This design comes from an exercise in tuning for small area, a short achievable clock period and few clock cycles on the open sky130 flow, not from production work.
The RTL was checked by simulation tests, not by an equivalence proof against the original design.
No activity file was given, so power comes from the tool's default toggle rates.

// s_core
module s_core(
input wire clk ,
input wire rst_n,
output wire[31:0] o_imem_addr,
input wire[31:0] i_imem_data,
output wire[31:0] o_dmem_addr,
output wire[3:0] o_dmem_we,
output wire[31:0] o_dmem_wdata,
input wire[31:0] i_dmem_rdata
);
reg [31:2] pc;           
reg [31:0] ir;           
reg        vx;           
assign o_imem_addr = {pc, 2'b00};
wire [4:0] opc = ir[6:2];
wire [4:0] rd  = ir[11:7];
wire [4:0] rs1 = ir[19:15];
wire [4:0] rs2 = ir[24:20];
wire [2:0] f3  = ir[14:12];
wire is_lui   = opc == 5'b01101;
wire is_auipc = opc == 5'b00101;
wire is_jal   = opc == 5'b11011;
wire is_jalr  = opc == 5'b11001;
wire is_br    = opc == 5'b11000;
wire is_ld    = opc == 5'b00000;
wire is_st    = opc == 5'b01000;
wire is_opi   = opc == 5'b00100;
wire is_op    = opc == 5'b01100;
wire rs1_used = !(is_lui || is_auipc || is_jal);
wire rs2_used = is_op || is_st || is_br;
wire wr_rd    = !(is_st || is_br) && rd != 5'd0;
wire [31:0] imm_i = {{20{ir[31]}}, ir[31:20]};
wire [31:0] imm_s = {{20{ir[31]}}, ir[31:25], ir[11:7]};
wire [31:0] imm_b = {{20{ir[31]}}, ir[7], ir[30:25], ir[11:8], 1'b0};
wire [31:0] imm_u = {ir[31:12], 12'b0};
wire [31:0] imm_j = {{12{ir[31]}}, ir[19:12], ir[20], ir[30:21], 1'b0};
reg [31:0] rf [1:31];
reg [31:1] sel1, sel2;
reg [31:0] rf1, rf2;
integer j;
always @(*) begin
    rf1 = 32'b0;
    rf2 = 32'b0;
    for (j = 1; j < 32; j = j + 1) begin
        rf1 = rf1 | ({32{sel1[j]}} & rf[j]);
        rf2 = rf2 | ({32{sel2[j]}} & rf[j]);
    end
end
reg       m_ldv;         
reg [4:0] m_rd;
reg [2:0] m_f3;
reg [1:0] m_off;
reg       w_ldv;         
  ...
Settings: LEC_CHECK=0, CAP_MARGIN=30, CORE_MARGIN=2, CORE_UTILIZATION=40, CTS_CLUSTER_DIAMETER=80, CTS_CLUSTER_SIZE=20, PLACE_DENSITY=0.6, SLEW_MARGIN=30; clock period 28.0 ns.
standard.sh (not shown) runs the stock make flow with config.mk's settings and CLKGATE_MAP_FILE= SYNTH_SCRIPT=/design/flow/synth_recipe.tcl, a recipe that flattens the netlist after the stock synthesis.
==> flow/flow/run.sh <==
#!/bin/bash
# Standard ORFS layout (the standard.sh, unchanged synthesis), with the
# repair_timing steps asked for extra setup margin so the resizer works on the
# critical paths instead of stopping at the (loose) clock constraint, the port
# buffers made plain buffers instead of the delay cell buffer_ports picks, and
# no gate cloning (clones overloaded their drivers once antenna diodes were
# added). The SDC is the standard flow's own, unchanged. ORFS writes each step's log under
# orfs/logs; make's own output goes to flow_make.log.
set -euo pipefail
cd "$(dirname "$0")/.."
MARGIN=$(cat flow/margin.txt)
bash standard.sh SETUP_SLACK_MARGIN=$MARGIN TNS_END_PERCENT=$(cat flow/tns.txt) SKIP_GATE_CLONING=1 \
  "BUFFER_PORTS_ARGS=-buffer_cell sky130_fd_sc_hd__buf_2" finish > flow_make.log 2>&1
==> flow/flow/margin.txt <==
21.2
==> flow/flow/tns.txt <==
10
Testbench counts at the start, summed over its fixed seeds: cycles 88,639.
Rerun with:
--- a/flow/design.v
+++ b/flow/design.v
@@ -98,18 +98,20 @@
 end
 reg fw1, fw2;
 wire [31:0] a = fw1 ? lb_val : rf1;
 wire [31:0] b = fw2 ? lb_val : rf2;
 wire hz1 = rs1_used && ((m_ldv && m_rd == rs1) || (w_ldv && w_rd == rs1));
 wire hz2 = rs2_used && ((m_ldv && m_rd == rs2) || (w_ldv && w_rd == rs2));
 wire drain = lb_v && w_ldv;              
 wire stall = vx && (hz1 || hz2 || (drain && wr_rd));
 wire go    = vx && !stall;               
+wire [4:0] rs1_n   = stall ? rs1 : i_imem_data[19:15];
+wire [4:0] rs2_n   = stall ? rs2 : i_imem_data[24:20];
 wire x_we  = go && wr_rd;
 wire lb_we = lb_v && !x_we;
 wire use_imm = !(is_op || is_br);
 wire [31:0] opb = !use_imm ? b : (is_st ? imm_s : imm_i);
 wire sub = is_br || ((is_op || is_opi) && (f3 == 3'b010 || f3 == 3'b011)) || (is_op && f3 == 3'b000 && ir[30]);
 wire [32:0] sum;
 ks_add32 u_add(.i_a(a), .i_b(sub ? ~opb : opb), .i_cin(sub), .o_sum(sum));
 wire ltu = ~sum[32];
 wire lts = (a[31] ^ opb[31]) ? a[31] : sum[31];
@@ -169,26 +171,27 @@
         vx <= 1'b0;
     end else if (taken) begin
         pc <= target;
         vx <= 1'b0;
     end else if (!stall) begin
         pc <= pc + 30'd1;
         vx <= 1'b1;
     end
 end
+always @(posedge clk) begin
+    if (!stall)
+        ir  <= i_imem_data;
+end
 integer q;
 always @(posedge clk) begin
-    if (!stall) begin
-        ir  <= i_imem_data;
-        for (q = 1; q < 32; q = q + 1) begin
-            sel1[q] <= i_imem_data[19:15] == q;
-            sel2[q] <= i_imem_data[24:20] == q;
-        end
+    for (q = 1; q < 32; q = q + 1) begin
+        sel1[q] <= rs1_n == q;
+        sel2[q] <= rs2_n == q;
     end
 end
 reg [29:0] m_addr;
 reg [3:0]  m_we;
 reg [31:0] m_wdata;
 assign o_dmem_addr  = {2'b00, m_addr};
 assign o_dmem_we    = m_we;
 assign o_dmem_wdata = m_wdata;
 always @(posedge clk) begin
@@ -211,20 +214,18 @@
                                   f3[0] ? (sum[1] ? 4'b1100 : 4'b0011) :
                                   (4'b0001 << sum[1:0])) : 4'b0000;
         m_ldv <= go && is_ld && rd != 5'd0;
         w_ldv <= m_ldv && !(x_we && rd == m_rd);
     end
 end
 wire       lb_v_n  = rst_n && ((w_ldv && !(x_we && rd == w_rd)) ||
                                (lb_v && !lb_we && !(x_we && rd == lb_rd)));
 wire [4:0] lb_rd_n = w_ldv ? w_rd : lb_rd;
-wire [4:0] rs1_n   = stall ? rs1 : i_imem_data[19:15];
-wire [4:0] rs2_n   = stall ? rs2 : i_imem_data[24:20];
 always @(posedge clk) begin
     lb_v <= lb_v_n;
     fw1  <= lb_v_n && lb_rd_n == rs1_n;
     fw2  <= lb_v_n && lb_rd_n == rs2_n;
 end
 always @(posedge clk) begin
     if (w_ldv) begin
         lb_val <= w_val;
         lb_rd  <= w_rd;
What happened:
- global-route usage goes down by 1.1 points
- worst setup slack got worse by 0.12 ns
- routed wire length fell by a few percent
- cell area came out lower by a few percent
- clock power hardly moves
- via count shrinks by a few percent
- fmax is lower slightly
- total power came out lower slightly
- cell count is lower by a few percent
Testbench counts after the change, summed over its fixed seeds: cycles 88,639.

-- afterwards: timing with drivers on the ports --
In the flow no input, the clock included, has a driving cell. The finished layouts below were timed again as built, in two steps. Step 1, drivers: a clkbuf_16 drives clk and a buf_2 each remaining input, both assumed. Step 2 moves the port delays by t, midway between the first and last clock arrival at a register: inputs arrive t later, outputs are due t later. That takes back most of the time a late clock gives input paths. Three values: ideal, step 1, step 2; two values: the first two.
run	t, ns	setup slack, ns	hold slack, ns	worst register clock-pin slew, ns	worst slew at a driven data input, ns
the first run	0.827	21.022 / 21.022 / 20.527	0.335 / 0.335 / 0.335	0.09 / 0.09	0.06
the second run	0.803	20.902 / 20.902 / 20.492	0.334 / 0.334 / 0.334	0.09 / 0.09	0.07
After both steps every run listed still meets setup and hold. The setup slack of the first run, which loses most, moves by 0.000 ns with the drivers and by -0.495 ns with both steps.
